This design comes from an exercise in tuning for small area and a short achievable clock period on the open sky130 flow, not from production work. Only simulation tests tie the RTL to the original design; equivalence was not proved. Power figures rest on the tool's default switching activity, not on a simulated workload.

==> 12-05: inputs <==
// rvcpu
module rvcpu (
    input  wire        clk,
    input  wire        rst,
    output wire [63:0] inst_addr,
    output wire        inst_ena,
    output wire        inst_ready,
    input  wire [31:0] inst,
    input  wire        biu_inst_valid,
    output wire [63:0] data_addr,
    output wire [7:0]  wmask,
    output wire [63:0] data_o,
    input  wire [63:0] data_i,
    output wire        we,
    output wire        re,
    input  wire        mem_finish,
    input  wire        timer_intr
    );
    integer i;
    reg  [63:0] pa;
    reg  [20:0] pb;
    reg         pclr;
    reg  [63:0] d_pc;
    reg  [31:0] d_inst;
    reg         d_v, d_pcnz;
    reg  [63:0] e_pc, e_op1, e_op2;
    reg  [4:0]  e_rd;
    reg  [11:0] e_off;
    reg  [2:0]  e_f3;
    reg         e_sys, e_sub, e_link;
    reg         e_sel_add, e_sel_w, e_sel_slt, e_sel_sltu, e_sel_xor, e_sel_or, e_sel_and, e_sel_sh;
    reg         e_sh_left, e_sh_arith, e_sh_word;
    reg         e_cs_mcycle, e_cs_mstatus, e_cs_mtvec, e_cs_mepc, e_cs_mcause, e_cs_mie, e_cs_mscratch;
    reg         e_rdena, e_load, e_store, e_br, e_pcnz;
  ...
==> flow/config.mk <==
export PLATFORM = sky130hd
export DESIGN_NAME = rvcpu
export DESIGN_NICKNAME = rvcpu
export VERILOG_FILES = /design/flow/design.v
export SDC_FILE = /design/flow/constraint.sdc
export NUM_CORES = 8
export LEC_CHECK = 0
export CAP_MARGIN = 30
export CORE_MARGIN = 2
export CORE_UTILIZATION = 45
export CTS_CLUSTER_DIAMETER = 100
export CTS_CLUSTER_SIZE = 20
export PLACE_DENSITY = 0.68
export SLEW_MARGIN = 30
export SYNTH_HIERARCHICAL = 1
==> flow/constraint.sdc <==
create_clock -name core_clock -period 16.0 [get_ports {clk}]
set_input_delay 3.2000 -clock core_clock [delete_from_list [all_inputs] [get_ports {clk}]]
set_output_delay 3.2000 -clock core_clock [all_outputs]
set_load 0.01 [all_outputs]
standard.sh (not shown) runs the stock make flow with config.mk's settings and CLKGATE_MAP_FILE= SYNTH_SCRIPT=/design/flow/synth_recipe.tcl, a recipe that flattens the netlist after the stock synthesis.
==> flow/flow/run.sh <==
#!/bin/bash
# The standard layout (standard.sh) with these changes to how it is made:
#  - synthesis uses flow/synth.tcl: synth_recipe.tcl plus a per-module choice of
#    ABC mapping script (registers are mapped exactly as in the standard run);
#  - all ports are placed on the bottom edge (flow/io.tcl);
#  - repair_timing aims for a larger setup slack than the default;
#  - the port buffers are buf_4 cells.
# The full make output goes to flow_make.log; ORFS keeps each tool's log
# under orfs/logs/.
set -euo pipefail
here=$(pwd)
export FLOW_MAP_SCRIPT=$here/flow/map_delay.abc
export FLOW_MAP_FAST_SCRIPT=$here/flow/map_fast.abc
bash standard.sh SYNTH_SCRIPT=$here/flow/synth.tcl IO_CONSTRAINTS=$here/flow/io.tcl \
  SETUP_SLACK_MARGIN=8.9 TNS_END_PERCENT=100 \
  "BUFFER_PORTS_ARGS=-buffer_cell sky130_fd_sc_hd__buf_4" finish > flow_make.log 2>&1
==> flow/flow/io.tcl <==
# Keep every port on the bottom edge, so that the reset and stall inputs are
# close to the outputs they gate.
set io_names {}
foreach p [get_ports *] { lappend io_names [get_name $p] }
set_io_pin_constraint -region bottom:* -pin_names $io_names
==> flow/flow/map_delay.abc <==
strash
dch
map -D 1500
buffer
upsize
dnsize
==> flow/flow/map_fast.abc <==
strash
dch
map -D 1200
buffer
upsize
dnsize
==> flow/flow/synth.tcl <==
proc synth {args} { yosys synth -nofsm -noshare {*}$args }
# Technology mapping per module: the register file read ports with yosys's
# default ABC script and no sizing (smallest), the adders with a
# delay-targeted 'map' (a tighter target for the fetch address adder), and
# the rest with the flow's own ABC script.
proc drop_opt {lst opt} {
  set i [lsearch -exact $lst $opt]
  if {$i >= 0} { set lst [lreplace $lst $i [expr {$i + 1}]] }
  return $lst
}
proc abc {args} {
  set dargs [drop_opt $args -script]
  yosys abc {*}[drop_opt $dargs -constr] rvcpu_rfrd
  yosys abc -script $::env(FLOW_MAP_SCRIPT) {*}$dargs rvcpu_add
  yosys abc -script $::env(FLOW_MAP_FAST_SCRIPT) {*}$dargs rvcpu_pcadd
  yosys abc {*}$args
}
source $::env(SCRIPTS_DIR)/synth.tcl
# left out here: clear keep_hierarchy, flatten, clean up, hide names made inside functions, write 1_2_yosys.v
==> 09-16: changes against 12-05 <==
--- a/flow/flow/run.sh
+++ b/flow/flow/run.sh
@@ -9,8 +9,8 @@
 # under orfs/logs/.
 set -euo pipefail
 here=$(pwd)
 export FLOW_MAP_SCRIPT=$here/flow/map_delay.abc
 export FLOW_MAP_FAST_SCRIPT=$here/flow/map_fast.abc
 bash standard.sh SYNTH_SCRIPT=$here/flow/synth.tcl IO_CONSTRAINTS=$here/flow/io.tcl \
-  SETUP_SLACK_MARGIN=8.9 TNS_END_PERCENT=100 \
+  SETUP_SLACK_MARGIN=8.75 TNS_END_PERCENT=100 \
   "BUFFER_PORTS_ARGS=-buffer_cell sky130_fd_sc_hd__buf_4" finish > flow_make.log 2>&1
CORE_UTILIZATION = 40   (was 45)
PLACE_DENSITY = 0.6   (was 0.68)
==> 07-08: changes against 12-05 <==
--- a/flow/design.v
+++ b/flow/design.v
@@ -107,14 +107,14 @@
     wire fe2  = op2_read & ex_rdena_o & (e_rd == rs2);
     wire fm2  = op2_read & m_rdena & (m_rd == rs2) & ~fe2;
     wire fr2  = op2_read & ~fe2 & ~(m_rdena & (m_rd == rs2));
     reg  [31:1]      rsel1, rsel2;
     always @(*) begin
         for (i = 1; i < 32; i = i + 1) begin
-            rsel1[i] = rv[i] & (rs1 == i);
-            rsel2[i] = rv[i] & (rs2 == i);
+            rsel1[i] = fr1 & rv[i] & (rs1 == i);
+            rsel2[i] = fr2 & rv[i] & (rs2 == i);
         end
     end
     wire        sel_pc1  = auipc | jal;
     wire        sel_pc2  = jal | jalr;
     wire        sel_imm2 = t4 | t5 | t1 | lui | auipc;
     wire [63:0] immv     = (lui | auipc) ? {{32{d_inst[31]}}, d_inst[31:12], 12'd0} : {{52{imm[11]}}, imm};
@@ -123,15 +123,15 @@
         for (i = 1; i < 32; i = i + 1)
             rf_flat[64*(i-1) +: 64] = rf[i];
     end
     wire [63:0] rd1, rd2;
     rvcpu_rfrd u_rfrd1 (.d(rf_flat), .s(rsel1), .o(rd1));
     rvcpu_rfrd u_rfrd2 (.d(rf_flat), .s(rsel2), .o(rd2));
-    wire [63:0] op1_aor = ({64{fr1}} & rd1) | ({64{sel_pc1}} & d_pc) | ({64{fm1 & ld_ok}} & load_data)
+    wire [63:0] op1_aor = rd1 | ({64{sel_pc1}} & d_pc) | ({64{fm1 & ld_ok}} & load_data)
                         | ({64{fm1 & ~m_load}} & m_data) | ({64{fe1}} & ex_rd_data);
-    wire [63:0] op2_aor = ({64{fr2}} & rd2) | ({64{sel_imm2}} & immv) | ({64{sel_pc2}} & d_pc) | ({64{fm2 & ld_ok}} & load_data)
+    wire [63:0] op2_aor = rd2 | ({64{sel_imm2}} & immv) | ({64{sel_pc2}} & d_pc) | ({64{fm2 & ld_ok}} & load_data)
                         | ({64{fm2 & ~m_load}} & m_data) | ({64{fe2}} & ex_rd_data);
     wire load_relate = ex_load_o & ((op1_read & (rs1 == e_rd)) | (op2_read & (rs2 == e_rd)));
     wire predict_ok = (rs1 == 5'd1) & ~(ex_rdena_o & (e_rd == 5'd1)) & ~(m_rdena & (m_rd == 5'd1)) & ~w_x1;
     wire jalr_ena   = jalr & ~predict_ok;
     wire [63:0] id_op1 = {op1_aor[63:5], op1_aor[4:0] | ({5{csr_imm}} & rs1)};
     wire [63:0] id_op2 = op2_aor;
--- a/flow/flow/run.sh
+++ b/flow/flow/run.sh
@@ -9,8 +9,8 @@
 # under orfs/logs/.
 set -euo pipefail
 here=$(pwd)
 export FLOW_MAP_SCRIPT=$here/flow/map_delay.abc
 export FLOW_MAP_FAST_SCRIPT=$here/flow/map_fast.abc
 bash standard.sh SYNTH_SCRIPT=$here/flow/synth.tcl IO_CONSTRAINTS=$here/flow/io.tcl \
-  SETUP_SLACK_MARGIN=8.9 TNS_END_PERCENT=100 \
+  SETUP_SLACK_MARGIN=9.1 TNS_END_PERCENT=100 \
   "BUFFER_PORTS_ARGS=-buffer_cell sky130_fd_sc_hd__buf_4" finish > flow_make.log 2>&1
CAP_MARGIN = 20   (was 30)
CORE_UTILIZATION = 40   (was 45)
CTS_CLUSTER_DIAMETER = 120   (was 100)
PLACE_DENSITY = 0.6   (was 0.68)
SLEW_MARGIN = 20   (was 30)
==> comparison table <==
quantity	09-16	07-08	12-05
Minimum hold slack	470 ps	470 ps	468 ps
Critical Path End	e_op2[34]$_DFFE_PN_	e_op2[11]$_DFFE_PN_	inst_addr[52]
Switch Pwr	3.33 mW	3.25 mW	3.16 mW
Placer congestion estimate	1.11	1.12	1.15
Max Clock Skew	117 ps	135 ps	108 ps
Number of well taps	4599	4557	4120
Met3 demand-to-capacity share in global routing	23.9%	21.9%	26.0%
Reg-to-Reg End	e_op2[34]$_DFFE_PN_	e_op2[11]$_DFFE_PN_	m_addr[25]$_DFFE_PP_
Ratio of cells with drive above 1 in the final layout	17.0%	17.9%	15.4%
Min cycle time layout	7380 ps	7490 ps	7160 ps
Largest net degree at the start of global routing	121	168	128
Tightest slew margin relative to the limit	16.1%	7.15%	15.8%
Distinct cell type count of the synthesized netlist	122	127	122
Run status	finished clean	finished clean	finished clean
Routed length on met3	151 mm	143 mm	148 mm
Vias in the first global route	118k	116k	117k
Area delta synth->final	14.7%	16.4%	12.8%
Share of the yosys chip area belonging to registers	61.2%	62.1%	61.2%

==> separate check: timing with driven ports <==
No port has a modelled driver above. Below, the same layouts with a new extraction and two added sets of constraints. Step 1 assumes that a clkbuf_16 drives the clock port and a buf_2 every other input. Step 2 moves the port delays by t, midway between the first and last clock arrival at a register: inputs arrive t later, outputs are due t later. That takes back most of the time a late clock gives input paths. Slacks: no drivers / after step 1 / after step 2; pairs: no drivers / after step 1.
run | t, ns | slack for setup (ns) | worst data-port slew with drivers (ns) | slew violations | max-capacitance violations
12-05 | 1.027 | 8.836 / 8.678 / 8.495 | 0.20 | 0 / 0 | 0 / 0
09-16 | 1.095 | 8.624 / 8.597 / 7.878 | 0.15 | 0 / 0 | 0 / 0
07-08 | 1.069 | 8.508 / 7.060 / 7.060 | 2.43 | 0 / 6 | 0 / 1
After both steps every run listed still meets setup and hold. With drivers on, slew violations rise in 07-08. With drivers on, capacitance violations rise in 07-08. The setup slack of 07-08, which loses most, moves by -1.448 ns with the drivers and by -1.448 ns with both steps.
